Background: an optimization exercise with open tools, aiming at small area and a short achievable clock period. Do not read the settings as production practice.
The RTL was checked by simulation tests, not by an equivalence proof against the original design.
Power and IR drop assume default switching activity.

### config.mk
export PLATFORM = sky130hd
export DESIGN_NAME = uw_phase_resolver
export DESIGN_NICKNAME = uw_phase_resolver
export VERILOG_FILES = /design/flow/design.v
export SDC_FILE = /design/flow/constraint.sdc
export NUM_CORES = 4
export LEC_CHECK = 0
export CAP_MARGIN = 20
export CORE_MARGIN = 2
export CORE_UTILIZATION = 65
export PLACE_DENSITY = 0.75
export SLEW_MARGIN = 20
### constraint.sdc
create_clock -name core_clock -period 28.0 [get_ports {clk}]
set_input_delay 5.6000 -clock core_clock [delete_from_list [all_inputs] [get_ports {clk}]]
set_output_delay 5.6000 -clock core_clock [all_outputs]
set_load 0.01 [all_outputs]
### design.v
`timescale 1ns / 1ps
module window_buffer (
    input clk,
    input rst,
    input in_in,             
    input in_qn,             
    output [31:0] win
);
    localparam [31:0] INV = 32'hcccc_cccc;      
    reg [31:0] sr;
    always @(posedge clk) begin
        if (rst)
            sr <= INV;                           
        else
            sr <= {~sr[29:0], in_qn, in_in};
    end
    wire [31:0] flags = sr ^ INV;
    genvar k;
    generate
        for (k = 0; k < 16; k = k + 1) begin : g_win
            assign win[2*k+1] = flags[31-2*k];
            assign win[2*k]   = flags[30-2*k];
        end
    endgenerate
endmodule
`timescale 1ns / 1ps
module uw_match_score (
    input  [31:0] uw_pattern,
    input  [31:0] win,           
    output [1:0]  best_rot,
    output [4:0]  level          
);
    wire [15:0] alpha, beta;
    genvar k;
    generate
        for (k = 0; k < 16; k = k + 1) begin : g_sym
            wire in = win[2*k];
            wire qn = win[2*k+1];
            wire uq = uw_pattern[31-2*k];
            wire ui = uw_pattern[30-2*k];
            wire e  = ~(uq ^ ui);
            assign alpha[k] = (e ? in : qn) ^ uq;
            assign beta[k]  = (e ? qn : in) ^ ui;
        end
    endgenerate
    function [1:0] fa(input x, input y, input z);
        fa = {(x & y) | (x & z) | (y & z), x ^ y ^ z};
    endfunction
    function [1:0] ha(input x, input y);
        ha = {x & y, x ^ y};
    endfunction
    function [4:0] pop16(input [15:0] x);
        reg [1:0] a1, a2, a3, a4, a5, b1, b2, b3, c1, c2, c3, d1, d2, e1, e2, e3;
        begin
            a1 = fa(x[0], x[1], x[2]);
            a2 = fa(x[3], x[4], x[5]);
            a3 = fa(x[6], x[7], x[8]);
            a4 = fa(x[9], x[10], x[11]);
            a5 = fa(x[12], x[13], x[14]);
            b1 = fa(a1[0], a2[0], a3[0]);
            b2 = fa(a4[0], a5[0], x[15]);
            b3 = ha(b1[0], b2[0]);
            c1 = fa(a1[1], a2[1], a3[1]);
            c2 = fa(a4[1], a5[1], b1[1]);
            c3 = fa(c1[0], c2[0], b2[1]);
            d1 = ha(c3[0], b3[1]);
            e1 = fa(c1[1], c2[1], c3[1]);
            e2 = ha(e1[0], d1[1]);
            e3 = ha(e1[1], e2[1]);
            pop16 = {e3[1], e3[0], e2[0], d1[0], b3[0]};
        end
    endfunction
    wire [4:0] a = pop16(alpha);
    wire [4:0] b = pop16(beta);
    wire a_lo = ~(a[4] | a[3]);                  
    wire b_lo = ~(b[4] | b[3]);                  
    wire b_hi = b[4] | (b[3] & (|b[2:0]));        
    wire [3:0] a_m = {a[4], a[2:0] ^ {3{a_lo}}};
    wire [3:0] b_m = {b[4], b[2:0] ^ {3{b_lo}}};
    assign level    = a_m + b_m + {a_lo | b_lo, ~(a_lo ^ b_lo)};
    assign best_rot = {a_lo, a_lo ? b_hi : b_lo};
endmodule
`timescale 1ns / 1ps
module phase_corrector (
    input  [1:0] best_rot,
    input  signed [15:0] i_in,
    input  signed [15:0] q_in,
    output signed [15:0] i_out,
    output signed [15:0] q_out
);
    wire swap  = best_rot[0];
    wire neg_i = best_rot[0] ^ best_rot[1];
    wire neg_q = best_rot[1];
    wire [15:0] a = swap ? q_in : i_in;
    wire [15:0] b = swap ? i_in : q_in;
    wire [15:0] a_low, b_low;    
    assign a_low[0] = 1'b0;
    assign b_low[0] = 1'b0;
    genvar k;
    generate
        for (k = 1; k < 16; k = k + 1) begin : g_or
            assign a_low[k] = |a[k-1:0];
            assign b_low[k] = |b[k-1:0];
        end
    endgenerate
    assign i_out = a ^ (a_low & {16{neg_i}});
    assign q_out = b ^ (b_low & {16{neg_q}});
endmodule
`timescale 1ns / 1ps
module uw_phase_resolver (
    input clk,
    input rst,
    input [31:0] uw_pattern,                 
    output [13:0] mem_addr,                  
    input signed [15:0] rd_i,                
    input signed [15:0] rd_q,                
    output reg wr_en,
    output [13:0] wr_addr,
    output signed [15:0] wr_i,
    output signed [15:0] wr_q,
    output reg [1:0] best_rot,               
    output [13:0] match_index,               
    output reg valid                         
);
    reg [13:0] pos;
    reg        held;
    reg [4:0]  max_level;
    reg        better_d;                     
    reg [1:0]  rot_d;                        
    reg [13:0] best_index_n;                 
    wire [14:0] next  = {1'b0, pos} + 15'd1;
    wire        last  = next[14];                
    wire        hold  = last & held;
    assign mem_addr    = next[13:0];
    assign wr_addr     = pos;
    assign match_index = ~(best_index_n | {14{~valid}});
    wire judge = ~valid & ~(&pos[13:1]);
    wire [31:0] win;
    window_buffer buffer_inst (
        .clk(clk),
        .rst(rst),
        .in_in(rd_i[15] & ~last),                
        .in_qn(rd_q[15] & ~last),
        .win(win)
    );
    wire [1:0] match_rot;
    wire [4:0] match_level;
    uw_match_score scorer (
        .uw_pattern(uw_pattern),
        .win(win),
        .best_rot(match_rot),
        .level(match_level)
    );
    phase_corrector pc_inst (
        .best_rot(best_rot),
        .i_in(rd_i),
        .q_in(rd_q),
        .i_out(wr_i),
        .q_out(wr_q)
    );
    always @(posedge clk) begin
        pos   <= next[13:0] | {14{rst | hold}};
        held  <= ~rst & (last ? valid | ~held : held);
        valid <= ~rst & (valid | (last & held));
        wr_en <= ~rst & (last ? valid & ~wr_en & ~held : wr_en);
    end
    wire better = judge && match_level > max_level;
    always @(posedge clk) begin
        if (rst)
            max_level <= 5'd0;
        else if (better)
            max_level <= match_level;
        better_d <= ~rst & better;
        rot_d    <= match_rot;
    end
    always @(posedge clk) begin
        if (rst)
            best_rot <= 2'd0;
        else if (better_d)
            best_rot <= rot_d;
    end
    always @(posedge clk) begin
        if (better_d)
            best_index_n <= ~(pos - 14'd17);
    end
endmodule
### flow/run.sh
#!/bin/bash
# Own layout flow: the standard ORFS layout (standard.sh) with these changes:
#  * ABC maps the logic with scripts of its own instead of ORFS's speed
#    script (delay-oriented for the wr_i/wr_q cone, area-oriented for the
#    rest), and only full adders are extracted as adder cells (see
#    flow/abc_override.tcl; registers, their names and cells are untouched:
#    both only change how the combinational logic is mapped);
#  * the port buffers that buffer_ports puts on every input and output are
#    sky130_fd_sc_hd__buf_1.
set -euo pipefail
here=$(pwd)
export BUFFER_PORTS_ARGS="-buffer_cell sky130_fd_sc_hd__buf_1"
# Clock tree without the dummy loads CTS adds for balance.
export CTS_ARGS="-sink_clustering_enable -repair_clock_nets -dont_use_dummy_load -buf_list sky130_fd_sc_hd__clkbuf_8"
sed "s#@DIR@#$here/flow#g" flow/abc_override.tcl > flow_abc_override.tcl
sed "s#^source \$::env(SCRIPTS_DIR)/synth.tcl#source $here/flow_abc_override.tcl\n&#" synth_recipe.tcl > flow_synth.tcl
grep -q flow_abc_override flow_synth.tcl
sed "s#SYNTH_SCRIPT=[^ ]*#SYNTH_SCRIPT=$here/flow_synth.tcl#" standard.sh > flow_standard.sh
grep -q "SYNTH_SCRIPT=$here/flow_synth.tcl" flow_standard.sh
bash flow_standard.sh finish > flow_make.log 2>&1
### flow/abc_area.script
&get -n
&st
&dch -f
&nf -a
&put
topo
### flow/abc_delay.script
&get -n
&st
&dch -f
&if -g -K 6
&synch2
&nf
&put
topo
### flow/abc_override.tcl
# Sourced before ORFS's synth.tcl (flow/run.sh fills in @DIR@).
#
# ORFS's "abc -script <ORFS speed script> ..." call maps the logic in two
# runs, all other arguments kept:
#  * first the combinational cone of the wr_i/wr_q outputs (the phase
#    corrector, from the rd_i/rd_q inputs and the registers) with the
#    delay-oriented script flow/abc_delay.script, as it lies on the
#    input-to-output path;
#  * then all the rest with the area-oriented script flow/abc_area.script.
# Registers are already mapped by then and are not touched.
proc abc {args} {
  set i [lsearch -exact $args -script]
  set delay_args [lreplace $args [expr {$i + 1}] [expr {$i + 1}] {@DIR@/abc_delay.script}]
  set area_args [lreplace $args [expr {$i + 1}] [expr {$i + 1}] {@DIR@/abc_area.script}]
  yosys select -set corrector o:wr_i o:wr_q %u %ci*:-sky130_fd_sc_hd__dfxtp_1,sky130_fd_sc_hd__edfxtp_1
  puts "abc (flow override, wr_i/wr_q cone): $delay_args"
  yosys abc {*}$delay_args @corrector
  yosys select -clear
  puts "abc (flow override, the rest): $area_args"
  yosys abc {*}$area_args
}

# ORFS's "extract_fa" call extracts only full adders: half adders stay plain
# gates, which ABC maps without the inverters a half-adder cell often needs.
proc extract_fa {args} {
  puts "extract_fa (flow override): -fa"
  yosys extract_fa -fa
}
### standard.sh
#!/bin/bash
# synth_recipe.tcl (not shown) runs the flow's synth.tcl, then flattens the netlist and writes it again
# the make line also repeats each setting of config.mk as NAME=value (left out here)
make -C /OpenROAD-flow-scripts/flow DESIGN_CONFIG=/design/flow/config.mk WORK_HOME=/design/flow/orfs CLKGATE_MAP_FILE= SYNTH_SCRIPT=/design/flow/synth_recipe.tcl "${@:-finish}"
==> results of run 1 <==
==> cell type report <==
class                           instances  area share (%)
Multi-Input combinational cell        410            57.1
Sequential cell                        73            27.5
Timing Repair Buffer                  144            9.33
Tap cell                              102            2.19
Clock buffer                            9            2.12
Inverter                               27            1.74
==> flip-flops by register name (all words and copies together), names as in the netlist <==
| name | cells |
|---|---|
| best_index_n | 14 |
| max_level | 5 |
| best_rot | 2 |
| better_d | 1 |
| wr_en | 1 |
| held | 1 |
| buffer_inst.sr | 32 |
| valid | 1 |
| pos | 14 |
| rot_d | 2 |
==> Yosys cell counts (3+ instances only) <==
cell      instances
nor4_1            3
fa_1             25
nand2_1          18
o21ai_0          12
nor3_1            4
xor2_1           56
nand3_1          11
nor2_1           43
and3_1            3
nand4_1          10
a21oi_1          16
nand2b_1         31
a211oi_1          3
maj3_1            3
nor2b_1          18
clkinv_1         27
mux2i_1          67
dfxtp_1          59
xnor2_1          61
edfxtp_1         14
nor3b_1           4
==> report_power, final <==
part	switching [mW]	leakage (nW)	internal (mW)
Clock	0.0334	0.0647	0.0286
Combinational	0.296	1.39	0.248
Sequential	0.0343	0.618	0.138
==> logic make-up after synthesis <==
logic type / Yosys count / share of synthesized area [%]
AOI/OAI and AO/OA: 44 / 5.30
xor gates and xnor gates: 118 / 20.8
adders and majority gates: 28 / 10.6
buffers and inverters: 27 / 2.02
DFF: 73 / 31.9
muxes: 68 / 13.6
and+or+nand+nor: 152 / 15.8
==> worst max-delay path: stages <==
cell,delay [ns]
buf_1,0.08
mux2i_1,0.27
nand4_1,0.27
o31a_1,0.48
a21oi_1,0.19
xor2_1,0.24
buf_1,0.18
==> per-stage QoR <==
step                      cell area [sq um]  hold WS [ns]  utilization (%)  total power [mW]
after detailed placement               5700         0.397             74.9             0.718
after global placement                 5700         0.389             74.9             0.698
after global routing                   5830         0.424             76.7             0.847
final                                  5830         0.409             76.7             0.779
after floorplan                        5020         0.382                -             0.595
after CTS                              5820         0.413             76.5             0.783
==> how the worst max path moves through the flow <==
stage / startpoint / end / slack, ns / depth (start not counted)
after floorplan: rd_q[0] / wr_i[10] / 15.60 / 5
after global placement: rd_i[1] / wr_q[15] / 15.18 / 7
after detailed placement: uw_pattern[30] / max_level[4] / 15.10 / 22
after CTS: rd_i[1] / wr_q[14] / 15.16 / 7
after global routing: rd_q[0] / wr_i[9] / 14.89 / 7
final: rd_i[1] / wr_q[14] / 15.09 / 7
==> layer usage <==
layer / vias up / wire, um / part of all wire, % / global-route usage (%)
met5: - / 0 / 0 / 0
met4: 0 / 174 / 1.7 / 7.21
met3: 17 / 583 / 5.6 / 7.64
met2: 97 / 5090 / 49 / 44.1
met1: 1852 / 4540 / 44 / 31.0
li1: 2030 / - / - / -
==> impl_metrics.csv, run 1 <==
group,metric,value,unit
outcome,status,"timing/DRC/antenna clean",
critical_path,setup.worst_path.end_class,"output pin",
sta,period_needed,12.91,ns
clocking,clk-insertion-delay-late,0.35,ns
routing,wire_per_inst,13.6,um
critical_path,path_max_fanout,8,
power_and_ir_drop,p_per_area,134,nW/um^2
global_routing,grt_pass1_vias,3961,
layout,final_cell_mix,"buf_1 (143), mux2i_1 (67), xnor2_1 (61), dfxtp_1 (58), xor2_1 (56)",
power_and_ir_drop,vdd_drop_max,85.5,uV
synthesis,yosys_warnings,3,
layout,final_common_cell,"buf_1",
synthesis,yosysUniqueCellTypes,37,
routing,detail-route-antenna-nets,0,
sta,finalHoldViolations,0,
synthesis,syn-num-nets,601,
clocking,cts_setup_buffers,0,
layout,layout-drive-gt1-share,1.96,%
critical_path,crit_type,"input port to output pin",
sta,setup-violations-final,0,
min_path,worstHoldEndpoint,"buffer_inst.sr[2]",
placed_design,dp_slack,15.10,ns
sta,tns,0,ns
die,ioPinCount,144,
synthesis,ys_seq_elements,73,
die,fp.coreArea,7610,sq um
sta,slew_headroom,34.4,%
synthesis,syn-cell-area,5020,sq um
clocking,cts_tree,"yes",
critical_path,r2r_cells,20,
clocking,cts_resized,0,
sta,max_freq,77.5,MHz
layout,areaGrowthSynthToFinish,16.1,%
critical_path,required,22.40,ns
power_and_ir_drop,p_leak,2.08,nW
critical_path,r2r_slack,20.86,ns
global_routing,track_usage,25.5,%
layout,seq_area,1600,sq um
placed_design,dp.cells,756,
flow_run,drv_cap,0,
layout,num-fill-cells,592,
routing,dr.pass1.iters,5,
synthesis,synthArstFlopShare,0,%
min_path,min_path_type,"flop to flop",
synthesis,synthCells,510,
clocking,ctsHoldBuffers,0,
sta,slew_violations,0,
synthesis,yosys.area.top_type,"dfxtp_1",
routing,route.detailed.drc,0,
critical_path,r2r_end,"max_level[4]",
sta,setup_ws,15.09,ns
layout,multi_input_area,3330,sq um
die,die_height,91.9,um
critical_path,critPathLaunchType,"input port",
layout,final_cells,765,
clocking,cts_buffers,9,
placed_design,place_congestion,0.860,
sta,timing.final.crit_share,46.1,%
global_routing,antenna_found_initial,0,
die,rows,32,
global_routing,grt_max_degree,45,
routing,wl,10.4,mm
global_routing,grt_pass1_wl,17.4,mm
layout,antennaDiodeCount,0,
die,dieWidth,91.9,um
routing,vias,3996,
min_path,hp-start,"buffer_inst.sr[0]",
sta,skew,0.0284,ns
routing,drt_iter0_drc,100,
sta,worst_pin_slew,0.983,ns
synthesis,netlist_top_cells_area,"dfxtp_1 (24%), mux2i_1 (13%), xnor2_1 (11%)",
synthesis,syn_avg_cell_area,9.85,sq um
clocking,cts_sinks,73,
global_routing,gr-total-overflow,0,
sta,rsz0062_at_grt,"no",
clocking,cts_buffer_depth,2,
die,die-area,8450,sq um
placed_design,dp_hpwl,8.14,mm
synthesis,synth_flop_cell,"dfxtp_1",
routing,vias_per_cell,5.22,
clocking,ctsRootBufferMaster,"clkbuf_8",
placed_design,numPortBuffers,143,
layout,final_net_count,756,
critical_path,cp_data_arrival_time,7.31,ns
synthesis,synth_enable_flop_cells,14,
clocking,clk_pin_slew,0.05,ns
die,start_util,66.1,%
synthesis,synth_top_area_share,23.5,%
clocking,htree_levels,3,
critical_path,worstReg2RegStart,"buffer_inst.sr[24]",
min_path,min_path_cells,1,
synthesis,yosysSeqAreaShare,31.9,%
==> run 2, diff against run 1 <==
--- a/flow/run.sh
+++ b/flow/run.sh
@@ -12,2 +12,4 @@
 export BUFFER_PORTS_ARGS="-buffer_cell sky130_fd_sc_hd__buf_1"
+export SETUP_SLACK_MARGIN=15.25
+export SETUP_MOVE_SEQUENCE=sizeup
 # Clock tree without the dummy loads CTS adds for balance.
==> flow/abc_area.script (replaced) <==
&get -n
&st
&dc2
&dch
&nf -a -R 1000
&put
topo
==> run 2 against run 1 <==
- critical path depth unchanged
- area after synthesis decreased by 2.4%
- sequential power about the same
- sequential cell count unchanged
- maximum frequency increased by 1.5%
- final area decreased by 0.11%
==> impl_metrics.csv, run 2 <==
group,metric,value,unit
sta,worst_pin_slew,1.17,ns
global_routing,grt_pass1_vias,3973,
critical_path,r2r_end,"max_level[1]",
clocking,cts_tree,"yes",
layout,final_common_cell,"buf_1",
critical_path,setup.worst_path.end_class,"output pin",
routing,route.detailed.drc,0,
routing,drt_iter0_drc,99,
sta,slew_headroom,22.1,%
die,start_util,67.2,%
sta,finalHoldViolations,0,
routing,vias_per_cell,5.34,
layout,largest_reg_flops,32,
placed_design,dp_slack,15.22,ns
synthesis,synthCells,506,
clocking,cts_buffers,9,
placed_design,dp_hpwl,8.16,mm
clocking,ctsRootBufferMaster,"clkbuf_8",
sta,tns,0,ns
die,dieWidth,90.8,um
power_and_ir_drop,p_per_area,120,nW/um^2
critical_path,path_max_fanout,8,
die,fp.coreArea,7290,sq um
sta,setup_ws,15.28,ns
synthesis,yosys.area.top_type,"dfxtp_1",
clocking,cts_buffer_depth,2,
sta,slew_violations,0,
critical_path,critPathLaunchType,"input port",
critical_path,required,22.40,ns
placed_design,numPortBuffers,143,
critical_path,r2r_slack,21.52,ns
synthesis,yosysSeqAreaShare,32.7,%
sta,timing.final.crit_share,45.4,%
routing,dr.pass1.iters,4,
routing,wl,10.6,mm
critical_path,worstReg2RegStart,"buffer_inst.sr[31]",
layout,areaGrowthSynthToFinish,18.8,%
die,rows,31,
synthesis,syn_avg_cell_area,9.69,sq um
layout,top_register,"buffer_inst.sr",
clocking,clk_pin_slew,0.07,ns
global_routing,gr-total-overflow,0,
layout,final_cell_mix,"buf_1 (136), dfxtp_1 (58), xor2_1 (56), nor2_1 (56), mux2i_1 (55)",
critical_path,cp_data_arrival_time,7.12,ns
sta,period_needed,12.72,ns
clocking,htree_levels,3,
synthesis,synth_enable_flop_cells,14,
synthesis,syn-cell-area,4900,sq um
synthesis,synth_commonest_cells,"mux2i_1 (64), dfxtp_1 (59), nor2_1 (56), xor2_1 (56), xnor2_1 (52)",
synthesis,synthArstFlopShare,0,%
min_path,hp-start,"buffer_inst.sr[9]",
min_path,min_path_type,"flop to flop",
sta,max_freq,78.6,MHz
synthesis,netlist_top_cells_area,"dfxtp_1 (24%), mux2i_1 (13%), fa_1 (10%)",
global_routing,track_usage,25.6,%
global_routing,antenna_found_initial,0,
die,die_height,90.8,um
power_and_ir_drop,p_leak,2.12,nW
routing,vias,4052,
critical_path,crit_type,"input port to output pin",
critical_path,r2r_cells,22,
synthesis,yosys_warnings,3,
clocking,ctsHoldBuffers,0,
placed_design,dp.cells,749,
layout,antennaDiodeCount,0,
layout,layout-drive-gt1-share,5.76,%
die,ioPinCount,144,
flow_run,drv_cap,0,
layout,final_cells,759,
layout,fin_area,5830,sq um
routing,wire_per_inst,13.9,um
layout,final_net_count,753,
sta,skew,0.0375,ns
power_and_ir_drop,vdd_drop_max,92.6,uV
global_routing,grt_pass1_wl,17.3,mm
die,die-area,8250,sq um
layout,reg_top3,"buffer_inst.sr x32, best_index_n x14, pos x14",
min_path,min_path_cells,1,
synthesis,yosysUniqueCellTypes,34,
clocking,cts_sinks,73,
sta,rsz0062_at_grt,"yes",
synthesis,syn-num-nets,597,
synthesis,ys_seq_elements,73,
synthesis,synth_flop_cell,"dfxtp_1",
min_path,worstHoldEndpoint,"buffer_inst.sr[11]",
layout,utilization,79.9,%
sta,setup-violations-final,0,
synthesis,synth_top_area_share,24.1,%
placed_design,placed_area,5570,sq um
placed_design,place_congestion,0.926,
outcome,status,"timing/DRC/antenna clean",
routing,detail-route-antenna-nets,0,
synthesis,yosysMostFrequentCell,"mux2i_1",
global_routing,grt_max_degree,45,
clocking,clk-insertion-delay-late,0.35,ns
==> run 2: changes by cell type in the layout (fill, tap and decap cells not counted), moves of 6 or more <==
cell	before	now
mux2i_1	67	55
mux2i_2	0	6
nor2_1	43	56
clkbuf_2	0	6
nand2_1	18	25
buf_1	143	136
xnor2_1	61	52
nor2b_1	18	6
nand3_1	11	5
a21oi_2	1	7
==> run 2: worst max path at each step <==
stage,startpoint,end,slack (ns),depth (start not counted)
after floorplan,rd_q[0],wr_i[10],15.60,5
after global placement,rd_i[1],wr_q[11],15.31,7
after detailed placement,rd_q[0],wr_i[14],15.22,7
after CTS,rd_i[1],wr_q[10],15.30,7
after global routing,rd_q[0],wr_q[10],15.18,7
final,rd_q[1],wr_q[10],15.28,7
==> run 2: worst max-delay path: stages <==
cell	delay (ns)
buf_1	0.11
mux2i_4	0.19
nand4_1	0.21
o31a_4	0.46
a21oi_2	0.15
xor2_1	0.20
buf_1	0.20
==> run 2: kinds of logic after synthesis <==
group	Yosys count	share of synthesized area, %
AO/OA/AOI/OAI	57	7.04
AND/OR/NAND/NOR	149	14.7
adder cells (fa/ha/maj)	27	10.6
multiplexers	67	13.8
flip-flops	73	32.7
XOR/XNOR	108	19.3
buffers and inverters	25	1.91
==> run 2: metrics by stage <==
step	hold WS, ns	power (mW)
6_report	0.400	0.700
5_1_grt	0.418	0.759
4_1_cts	0.402	0.690
3_5_place_dp	0.396	0.623
3_3_place_gp	0.393	0.610
2_1_floorplan	0.382	0.513
==> run 2: area by class of cell <==
class,count,area [sq um]
Sequential cell,73,1600
Tap cell,99,124
Multi-Input combinational cell,408,3320
Timing Repair Buffer,145,561
Fill cell,526,1470
Clock buffer,9,124
Inverter,25,93.8
==> run 2: power breakdown <==
part	total, mW	switching [mW]	internal (mW)
logic	0.463	0.261	0.202
clock network	0.0614	0.0328	0.0286
registers	0.175	0.0373	0.138
total	0.700	0.331	0.369
==> run 2: per-layer routing <==
| metal | share of wire (%) | wire [um] | track usage [%] |
|---|---|---|---|
| met5 | 0 | 0 | 0 |
| met3 | 5.3 | 560 | 6.18 |
| met1 | 42 | 4410 | 30.5 |
| met4 | 1.6 | 168 | 8.08 |
| met2 | 51 | 5410 | 45.7 |
==> run 2: repair_timing <==
| item | CTS | global route |
|---|---|---|
| endpoints found under the setup margin | 3 | 13 |
| buffers inserted | 0 | 0 |
| resized for setup | 2 | 30 |
| endpoints found under the hold margin | 0 | 0 |
==> run 3, diff against run 2 <==
--- a/flow/run.sh
+++ b/flow/run.sh
@@ -12,4 +12,2 @@
 export BUFFER_PORTS_ARGS="-buffer_cell sky130_fd_sc_hd__buf_1"
-export SETUP_SLACK_MARGIN=15.25
-export SETUP_MOVE_SEQUENCE=sizeup
 # Clock tree without the dummy loads CTS adds for balance.
==> run 3 against run 2 <==
- sequential cell count stayed put
- die area stayed put
- core utilization is 1.7 points lower
- sequential share of layout area is 0.59 points higher
- synthesized cell count stayed put
- worst setup slack worse by 0.10 ns
- cell count stayed put
- sequential power hardly changed
- final area is 2.1% lower
- critical path type unchanged
- clock skew hardly changed
- wire length is 2.3% lower
- still clean
==> impl_metrics.csv, run 3 <==
group,metric,value,unit
synthesis,netlist_top_cells_area,"dfxtp_1 (24%), mux2i_1 (13%), fa_1 (10%)",
critical_path,cp_top_family,"compound AO/OA/AOI/OAI gates",
sta,max_freq,78.0,MHz
synthesis,yosys_warnings,3,
synthesis,syn-num-nets,597,
critical_path,r2r_slack,21.53,ns
sta,worst_pin_slew,0.993,ns
layout,top_register,"buffer_inst.sr",
clocking,ctsRootBufferMaster,"clkbuf_8",
global_routing,grt_pass1_vias,3959,
global_routing,grt_util_met2,45.5,%
synthesis,syn_avg_cell_area,9.69,sq um
sta,period_needed,12.82,ns
synthesis,synthCells,506,
die,start_util,67.2,%
sta,rsz0062_at_grt,"no",
power_and_ir_drop,p_leak,2.08,nW
sta,slew_headroom,33.8,%
critical_path,critPathLaunchType,"input port",
global_routing,gr-total-overflow,0,
clocking,cts_buffer_depth,2,
layout,areaGrowthSynthToFinish,16.3,%
power_and_ir_drop,seqPwrFrac,25.2,%
synthesis,synth_flop_cell,"dfxtp_1",
routing,route.detailed.drc,0,
sta,setup-violations-final,0,
synthesis,yosys.area.top_type,"dfxtp_1",
layout,final_cells,759,
power_and_ir_drop,switching_share,47.3,%
critical_path,crit_type,"input port to output pin",
clocking,cts_setup_buffers,0,
synthesis,syn-cell-area,4900,sq um
die,ioPinCount,144,
clocking,cts_sinks,73,
global_routing,use_met1,30.5,%
synthesis,yosysSeqAreaShare,32.7,%
layout,final_cell_mix,"buf_1 (143), mux2i_1 (64), dfxtp_1 (58), xor2_1 (56), nor2_1 (56)",
min_path,min_path_type,"flop to flop",
sta,slew_violations,0,
routing,wire_per_inst,13.6,um
layout,antennaDiodeCount,0,
placed_design,dp_hpwl,8.16,mm
die,fp.coreArea,7290,sq um
synthesis,synth_commonest_cells,"mux2i_1 (64), dfxtp_1 (59), nor2_1 (56), xor2_1 (56), xnor2_1 (52)",
routing,dr.pass1.iters,4,
critical_path,setup.worst_path.end_class,"output pin",
synthesis,synth_enable_flop_cells,14,
power_and_ir_drop,p_switching,0.325,mW
critical_path,cpMostUsedCell,"buf_1",
synthesis,synthArstFlopShare,0,%
layout,final_common_cell,"buf_1",
layout,reg_top3,"buffer_inst.sr x32, best_index_n x14, pos x14",
placed_design,dp.cells,749,
routing,vias,4035,
sta,finalHoldViolations,0,
critical_path,crit_path_max_incr_delay,0.40,ns
synthesis,yosysMostFrequentCell,"mux2i_1",
synthesis,yosysUniqueCellTypes,34,
clocking,clk-insertion-delay-late,0.35,ns
critical_path,cp_cell_sequence,"buf_1 -> mux2i_1 -> a41oi_1 -> a21oi_1 -> o21ai_0 -> xnor2_1 -> buf_1",
critical_path,path_max_fanout,6,
sta,timing.final.crit_share,45.8,%
critical_path,cp_data_arrival_time,7.22,ns
clocking,ctsHoldBuffers,0,
critical_path,slowest_stage,"a21oi_1",
power_and_ir_drop,vdd_drop_max,92.8,uV
sta,skew,0.0375,ns
flow_run,drv_cap,0,
routing,wl,10.3,mm
layout,layout-drive-gt1-share,1.82,%
critical_path,crit_buf_inv,2,
die,dieWidth,90.8,um
clocking,htree_levels,3,
power_and_ir_drop,p_int,0.362,mW
placed_design,numPortBuffers,143,
die,rows,31,
critical_path,required,22.40,ns
synthesis,ys_seq_elements,73,
global_routing,busiest_layer,"met2",
clocking,cts_tree,"yes",
layout,largest_reg_flops,32,
global_routing,grtUsageMet3,6.18,%
power_and_ir_drop,p_comb_share,65.8,%
clocking,cts_buffers,9,
power_and_ir_drop,p_per_area,120,nW/um^2
power_and_ir_drop,p_clk_share,8.9,%
layout,final_net_count,753,
die,die-area,8250,sq um
global_routing,grt_pass1_wl,17.3,mm
sta,setup_ws,15.18,ns
clocking,clk_pin_slew,0.07,ns
clocking,cts_resized,0,
routing,vias_per_cell,5.32,
synthesis,synth_top_area_share,24.1,%
global_routing,grt_max_degree,45,
outcome,status,"timing/DRC/antenna clean",
sta,tns,0,ns
placed_design,dp_slack,15.22,ns
placed_design,place_congestion,0.926,
global_routing,track_usage,25.6,%
routing,drt_iter0_drc,115,
die,die_height,90.8,um
routing,detail-route-antenna-nets,0,
global_routing,antenna_found_initial,0,
-- run 3: power groups by stage --
| stage | registers, mW | clock network (mW) | logic, mW |
|---|---|---|---|
| floorplan | 0.172 | 0 | 0.341 |
| global placement | 0.174 | 0 | 0.436 |
| detailed placement | 0.175 | 0 | 0.447 |
| CTS | 0.173 | 0.0622 | 0.454 |
| global route | 0.178 | 0.0668 | 0.501 |
| finish | 0.173 | 0.0613 | 0.452 |
-- run 3: cells by family after synthesis --
logic type | synth area share (%)
AOI/OAI and AO/OA | 7.04
xor gates and xnor gates | 19.3
adders and majority gates | 10.6
buffers and inverters | 1.91
DFF | 32.7
muxes | 13.8
and+or+nand+nor | 14.7
-- run 3: cell type report --
| type | count | area [sq um] |
|---|---|---|
| Timing Repair Buffer | 145 | 552 |
| Fill cell | 553 | 1590 |
| Sequential cell | 73 | 1600 |
| Clock buffer | 9 | 124 |
| Multi-Input combinational cell | 408 | 3210 |
| Inverter | 25 | 93.8 |
| Tap cell | 99 | 124 |
-- run 3: worst paths after layout --
path / startpoint / end / depth (start not counted)
worst max-delay path: rd_q[0] / wr_i[9] / 7
worst max register to register: buffer_inst.sr[31] / max_level[1] / 22
worst min-delay path: buffer_inst.sr[9] / buffer_inst.sr[11] / 1
worst min register to register: buffer_inst.sr[9] / buffer_inst.sr[11] / 1
-- run 3: metal layers --
layer  part of all wire [%]  routed length, um  vias up
li1                       -                  -     2018
met1                     42               4300     1896
met2                     51               5290      109
met3                    5.5                563       12
met4                    1.5                154        0
met5                      0                  0        -
-- run 3: metrics by stage --
step	instance area [sq um]	hold WS, ns	power [mW]	util [%]
2_1_floorplan	4900	0.382	0.513	-
3_3_place_gp	5570	0.393	0.610	76.4
3_5_place_dp	5570	0.396	0.623	76.4
4_1_cts	5700	0.402	0.689	78.1
5_1_grt	5700	0.418	0.747	78.2
6_report	5700	0.400	0.686	78.2
==> run 4, diff against run 3 <==
--- a/config.mk
+++ b/config.mk
@@ -9,4 +9,4 @@
 export CORE_MARGIN = 2
-export CORE_UTILIZATION = 65
-export PLACE_DENSITY = 0.75
+export CORE_UTILIZATION = 55
+export PLACE_DENSITY = 0.65
 export SLEW_MARGIN = 20
==> run 4 against run 3 <==
- still clean
- core utilization fell by 12 points
- non-clock buffer count down 1
- cell count grew 1.1%
- count of clock-buffer cells in the layout unchanged
- via count fell by 0.47%
- sequential cell count is the same
- register-to-register slack lost 0.18 ns
- combinational power barely moved
- area after synthesis did not move
- total power is 0.61% higher
- synthesized cell count did not move
- wire length is 2.4% higher
- critical path type unchanged
- critical endpoint is now wr_i[10]
- highest routed layer unchanged
==> impl_metrics.csv, run 4 <==
group,metric,value,unit
die,dieWidth,98.4,um
sta,worst_pin_slew,0.997,ns
synthesis,synth-xor-area-share,19.3,%
sta,slew_violations,0,
critical_path,slowest_stage,"a21oi_1",
synthesis,synth_enable_flop_cells,14,
synthesis,synthArstFlopShare,0,%
sta,max_freq,78.1,MHz
routing,wl,10.6,mm
critical_path,cp_top_family,"compound AO/OA/AOI/OAI gates",
critical_path,r2r_cells,22,
critical_path,crit_path_max_incr_delay,0.40,ns
critical_path,crit_type,"input port to output pin",
routing,vias_per_cell,5.24,
synthesis,synth_adder_area_share,10.6,%
global_routing,grt_pass1_vias,3923,
outcome,status,"timing/DRC/antenna clean",
synthesis,synth_top_area_share,24.1,%
critical_path,cp_data_arrival_time,7.21,ns
die,ioPinCount,144,
critical_path,path_max_fanout,6,
global_routing,antenna_found_initial,0,
power_and_ir_drop,vdd_drop_max,71.8,uV
critical_path,setup.worst_path.end_class,"output pin",
layout,final_common_cell,"buf_1",
critical_path,cpMostUsedCell,"buf_1",
synthesis,synth_compound_area_share,7.04,%
sta,setup_ws,15.19,ns
critical_path,worstReg2RegStart,"buffer_inst.sr[29]",
synthesis,synth_commonest_cells,"mux2i_1 (64), dfxtp_1 (59), nor2_1 (56), xor2_1 (56), xnor2_1 (52)",
clocking,cts_buffers,9,
critical_path,crit_buf_inv,2,
synthesis,yosysMostFrequentCell,"mux2i_1",
power_and_ir_drop,p_leak,2.07,nW
layout,antennaDiodeCount,0,
layout,top_register,"buffer_inst.sr",
layout,reg_top3,"buffer_inst.sr x32, best_index_n x14, pos x14",
sta,timing.final.crit_share,45.8,%
global_routing,track_usage,21.8,%
min_path,min_path_cells,1,
sta,period_needed,12.81,ns
synthesis,yosysUniqueCellTypes,34,
die,rows,34,
clocking,ctsHoldBuffers,0,
routing,vias,4016,
routing,detail-route-antenna-nets,0,
placed_design,numPortBuffers,143,
flow_run,drv_cap,0,
critical_path,r2r_end,"max_level[2]",
synthesis,synthCells,506,
global_routing,grt_pass1_wl,17.3,mm
placed_design,place_congestion,0.919,
synthesis,syn_avg_cell_area,9.69,sq um
clocking,cts_setup_buffers,0,
layout,final_net_count,752,
min_path,hp-start,"buffer_inst.sr[1]",
clocking,htree_levels,3,
layout,layout-drive-gt1-share,1.82,%
sta,finalHoldViolations,0,
die,die-area,9680,sq um
synthesis,synth_flop_cell,"dfxtp_1",
critical_path,cp_cell_sequence,"buf_1 -> mux2i_1 -> a41oi_1 -> a21oi_1 -> o21ai_0 -> xnor2_1 -> buf_1",
critical_path,required,22.40,ns
clocking,cts_sinks,73,
routing,wire_per_inst,13.8,um
die,die_height,98.4,um
sta,tns,0,ns
die,start_util,56.5,%
clocking,clk-insertion-delay-late,0.35,ns
synthesis,yosysSeqAreaShare,32.7,%
sta,setup-violations-final,0,
clocking,clk_pin_slew,0.05,ns
synthesis,muxShareOfSynthArea,13.8,%
sta,slew_headroom,33.5,%
power_and_ir_drop,p_per_area,121,nW/um^2
synthesis,ys_seq_elements,73,
synthesis,synth_top_family_by_area,"XOR/XNOR gates",
routing,drt_iter0_drc,100,
sta,rsz0062_at_grt,"no",
synthesis,syn-cell-area,4900,sq um
sta,timing.hold.ws,0.404,ns
critical_path,critPathLaunchType,"input port",
global_routing,gr-total-overflow,0,
placed_design,dp_slack,15.19,ns
clocking,cts_buffer_depth,2,
clocking,cts_tree,"yes",
layout,largest_reg_flops,32,
layout,final_cell_mix,"buf_1 (143), mux2i_1 (64), dfxtp_1 (58), xor2_1 (56), nor2_1 (56)",
sta,skew,0.0411,ns
layout,areaGrowthSynthToFinish,16.5,%
routing,route.detailed.drc,0,
critical_path,r2r_slack,21.35,ns
placed_design,dp_hpwl,8.36,mm
synthesis,yosys.area.top_type,"dfxtp_1",
min_path,worstHoldEndpoint,"buffer_inst.sr[3]",
global_routing,grt_max_degree,45,
die,fp.coreArea,8680,sq um
power_and_ir_drop,total_power,0.691,mW
synthesis,yosys.area_share.simple,14.7,%
synthesis,netlist_top_cells_area,"dfxtp_1 (24%), mux2i_1 (13%), fa_1 (10%)",
routing,dr.pass1.iters,4,
clocking,cts_resized,0,
clocking,ctsRootBufferMaster,"clkbuf_8",
synthesis,syn-num-nets,597,
synthesis,yosys_warnings,3,
min_path,min_path_type,"flop to flop",
run 4: logic make-up after synthesis:
family,count (synthesis)
DFF,73
xor gates and xnor gates,108
AOI/OAI and AO/OA,57
adders and majority gates,27
muxes,67
and+or+nand+nor,149
buffers and inverters,25
run 4: worst max path at each step:
stage | start | endpoint | slack, ns | depth (start not counted)
4_1_cts | rd_q[0] | wr_i[13] | 15.18 | 7
3_3_place_gp | rd_i[1] | wr_q[15] | 15.28 | 7
5_1_grt | rd_q[0] | wr_i[14] | 14.98 | 7
6_report | rd_q[0] | wr_i[10] | 15.19 | 7
2_1_floorplan | rd_q[0] | wr_i[10] | 15.60 | 5
3_5_place_dp | rd_q[0] | wr_i[13] | 15.19 | 7
run 4: layout make-up:
cell class / count / area, sq um
inverter: 25 / 93.8
multi-input combinational: 408 / 3210
timing repair buffer: 144 / 544
tap: 108 / 135
fill: 767 / 2970
sequential: 73 / 1600
clock buffer: 9 / 124
run 4: through the flow:
stage                     util, %  area, sq um  cells
after floorplan                 -         4900    506
after global placement       64.3         5580    758
after detailed placement     64.3         5580    758
after CTS                    65.8         5710    767
after global routing         65.8         5710    767
final                        65.8         5710    767
run 4: report_power, final:
| group | internal [mW] | switching [mW] | total (mW) |
|---|---|---|---|
| sequential | 0.138 | 0.0351 | 0.173 |
| combinational | 0.195 | 0.260 | 0.455 |
| clock | 0.0287 | 0.0341 | 0.0628 |
run 4: per-layer routing:
layer / GRT usage (%) / up-vias / share of wire (%)
met1: 27.3 / 1887 / 45
li1: - / 2020 / -
met3: 4.54 / 15 / 4.5
met5: 0 / - / 0
met4: 6.53 / 0 / 1.3
met2: 38.1 / 94 / 49
==> run 5, diff against run 4 <==
--- a/config.mk
+++ b/config.mk
@@ -9,4 +9,4 @@
 export CORE_MARGIN = 2
-export CORE_UTILIZATION = 55
-export PLACE_DENSITY = 0.65
+export CORE_UTILIZATION = 72
+export PLACE_DENSITY = 0.8
 export SLEW_MARGIN = 20
==> run 5 against run 4 <==
- final area down 0.68%
- critical path depth unchanged
- non-clock buffer count unchanged
- sequential cell count unchanged
- sequential share of layout area up 0.19 points
- still clean
- sequential power about the same
- first-iteration DRC count up 38%
- wire length up 1.5%
- hold slack worse by 0.016 ns
- count of clock-buffer cells in the layout unchanged
- clock skew down 0.014 ns
==> impl_metrics.csv, run 5 <==
group,metric,value,unit
outcome,status,"timing/DRC/antenna clean",
power_and_ir_drop,p_per_area,122,nW/um^2
sta,period_needed,12.85,ns
clocking,cts_sinks,73,
synthesis,yosysSeqAreaShare,32.7,%
sta,slew_headroom,29.7,%
layout,reg_top3,"buffer_inst.sr x32, best_index_n x14, pos x14",
clocking,cts_buffer_depth,2,
die,ioPinCount,144,
sta,setup-violations-final,0,
global_routing,antenna_found_initial,0,
synthesis,synth_commonest_cells,"mux2i_1 (64), dfxtp_1 (59), nor2_1 (56), xor2_1 (56), xnor2_1 (52)",
power_and_ir_drop,p_int,0.361,mW
synthesis,syn-num-nets,597,
layout,areaGrowthSynthToFinish,15.7,%
power_and_ir_drop,vdd_drop_max,93.1,uV
clocking,cts_tree,"yes",
synthesis,syn_avg_cell_area,9.69,sq um
layout,utilization,84.9,%
critical_path,setup.worst_path.end_class,"output pin",
synthesis,synthArstFlopShare,0,%
synthesis,yosysUniqueCellTypes,34,
layout,final_cell_mix,"buf_1 (143), mux2i_1 (64), dfxtp_1 (58), xor2_1 (56), nor2_1 (56)",
sta,max_freq,77.8,MHz
critical_path,crit_type,"input port to output pin",
clocking,cts_setup_buffers,0,
power_and_ir_drop,p_comb_share,65.9,%
sta,worst_pin_slew,1.05,ns
critical_path,required,22.40,ns
critical_path,worstReg2RegStart,"buffer_inst.sr[24]",
synthesis,synth_enable_flop_cells,14,
power_and_ir_drop,p_leak,2.07,nW
critical_path,path_max_fanout,8,
global_routing,grt_max_degree,45,
power_and_ir_drop,p_switching,0.330,mW
die,die-area,7480,sq um
min_path,min_path_type,"flop to flop",
layout,num-fill-cells,416,
synthesis,yosys.area.top_type,"dfxtp_1",
die,rows,30,
layout,antennaDiodeCount,0,
layout,top_register,"buffer_inst.sr",
sta,rsz0062_at_grt,"no",
synthesis,syn-cell-area,4900,sq um
routing,wl,10.7,mm
min_path,hp-start,"buffer_inst.sr[1]",
die,fp.coreArea,6680,sq um
power_and_ir_drop,switching_share,47.7,%
layout,final_cells,739,
synthesis,yosysMostFrequentCell,"mux2i_1",
routing,route.detailed.drc,0,
sta,timing.final.crit_share,45.9,%
sta,slew_violations,0,
power_and_ir_drop,p_clk_share,9.1,%
sta,skew,0.0276,ns
synthesis,synthCells,506,
placed_design,dp_hpwl,8.46,mm
synthesis,yosys_warnings,3,
critical_path,crit_path_start,"rd_i[1]",
clocking,cts_buffers,9,
routing,detail-route-antenna-nets,0,
sta,finalHoldViolations,0,
clocking,ctsRootBufferMaster,"clkbuf_8",
placed_design,numPortBuffers,143,
clocking,clk-insertion-delay-late,0.35,ns
layout,layout-drive-gt1-share,1.67,%
die,start_util,73.4,%
routing,wire_per_inst,14.5,um
layout,largest_reg_flops,32,
critical_path,critPathLaunchType,"input port",
layout,final_common_cell,"buf_1",
routing,drt_iter0_drc,138,
die,dieWidth,86.5,um
synthesis,synth_top_area_share,24.1,%
critical_path,cp_data_arrival_time,7.25,ns
global_routing,track_usage,29.6,%
global_routing,grt_pass1_wl,17.4,mm
clocking,ctsHoldBuffers,0,
placed_design,place_congestion,0.895,
clocking,htree_levels,3,
synthesis,ys_seq_elements,73,
sta,tns,0,ns
power_and_ir_drop,seqPwrFrac,25.1,%
synthesis,synth_flop_cell,"dfxtp_1",
placed_design,dp.cells,730,
clocking,clk_pin_slew,0.07,ns
routing,dr.pass1.iters,4,
routing,vias,4117,
synthesis,netlist_top_cells_area,"dfxtp_1 (24%), mux2i_1 (13%), fa_1 (10%)",
layout,final_net_count,752,
die,die_height,86.5,um
global_routing,grt_pass1_vias,4038,
routing,vias_per_cell,5.57,
clocking,cts_resized,0,
flow_run,drv_cap,0,
global_routing,gr-total-overflow,0,
[run 5: cell counts after synthesis]
No cell type changed its count.
[run 5: logic make-up after synthesis]
group,count (synthesis),share of synthesized area [%]
AND/OR/NAND/NOR,149,14.7
buffers and inverters,25,1.91
adder cells (fa/ha/maj),27,10.6
XOR/XNOR,108,19.3
multiplexers,67,13.8
AO/OA/AOI/OAI,57,7.04
flip-flops,73,32.7
[run 5: layout make-up]
cell class,count,area [sq um],share of cell area (%)
sequential,73,1600,28.3
timing repair buffer,144,544,9.60
inverter,25,93.8,1.65
tap,80,100,1.76
clock buffer,9,124,2.18
multi-input combinational,408,3210,56.5
[run 5: worst max-delay path: stages]
cell and delay, ns:
buf_1 0.08, mux2i_1 0.32, nand4_1 0.25, o31a_1 0.44, a21oi_1 0.20, xor2_1 0.18, buf_1 0.17
[run 5: power by group through the flow]
stage,logic (mW),registers (mW),clock network [mW]
3_3_place_gp,0.433,0.173,0
2_1_floorplan,0.341,0.172,0
3_5_place_dp,0.449,0.175,0
4_1_cts,0.454,0.173,0.0626
6_report,0.455,0.173,0.0627
5_1_grt,0.506,0.179,0.0672
[run 5: routing by layer]
layer / GRT usage, % / vias to the layer above / wire length, um
met4: 12.2 / 0 / 261
met2: 54.0 / 130 / 5610
met5: 0 / - / 0
li1: - / 2025 / -
met1: 33.7 / 1940 / 4240
met3: 5.90 / 22 / 606
[run 5: worst paths after layout]
path	endpoint	slack, ns	cells after the start
hold / removal	buffer_inst.sr[3]	0.39	1
setup reg to reg	max_level[1]	21.46	22
hold reg to reg	buffer_inst.sr[3]	0.39	1
setup / recovery	wr_q[10]	15.15	7
[run 5: stage by stage]
step	area [sq um]	setup slack [ns]	hold WS [ns]	power, mW
3_3_place_gp	5550	15.30	0.391	0.607
5_1_grt	5670	14.90	0.422	0.752
3_5_place_dp	5550	15.16	0.401	0.624
6_report	5670	15.15	0.388	0.691
4_1_cts	5670	15.16	0.392	0.690
2_1_floorplan	4900	15.60	0.382	0.513

==> re-timing with driven ports <==
No port has a modelled driver above. Below, the same layouts with a new extraction and two added sets of constraints. Step 1 sets driving cells, clkbuf_16 on the clock port and buf_2 on the other inputs (assumed; they add their load-dependent delay and slew). Step 2, shift: input delay + t, output delay - t, t = (earliest + latest rising clock arrival at the registers) / 2. This alone moves slack from input paths to output paths. Three values: ideal, step 1, step 2; two values: the first two.
run	shift t [ns]	setup slack, ns	hold WS [ns]	worst data-port slew with drivers (ns)	cell pins on the clock port's net
run 1	0.364	15.089 / 15.066 / 15.066	0.409 / 0.409 / 0.409	0.05	1
run 2	0.366	15.278 / 15.252 / 15.252	0.400 / 0.400 / 0.400	0.05	1
run 3	0.364	15.175 / 15.153 / 15.153	0.400 / 0.400 / 0.400	0.05	1
run 4	0.365	15.189 / 15.170 / 15.170	0.404 / 0.404 / 0.404	0.04	1
run 5	0.364	15.150 / 15.124 / 15.124	0.388 / 0.388 / 0.388	0.05	1
After both steps setup and hold are still met in every run listed.
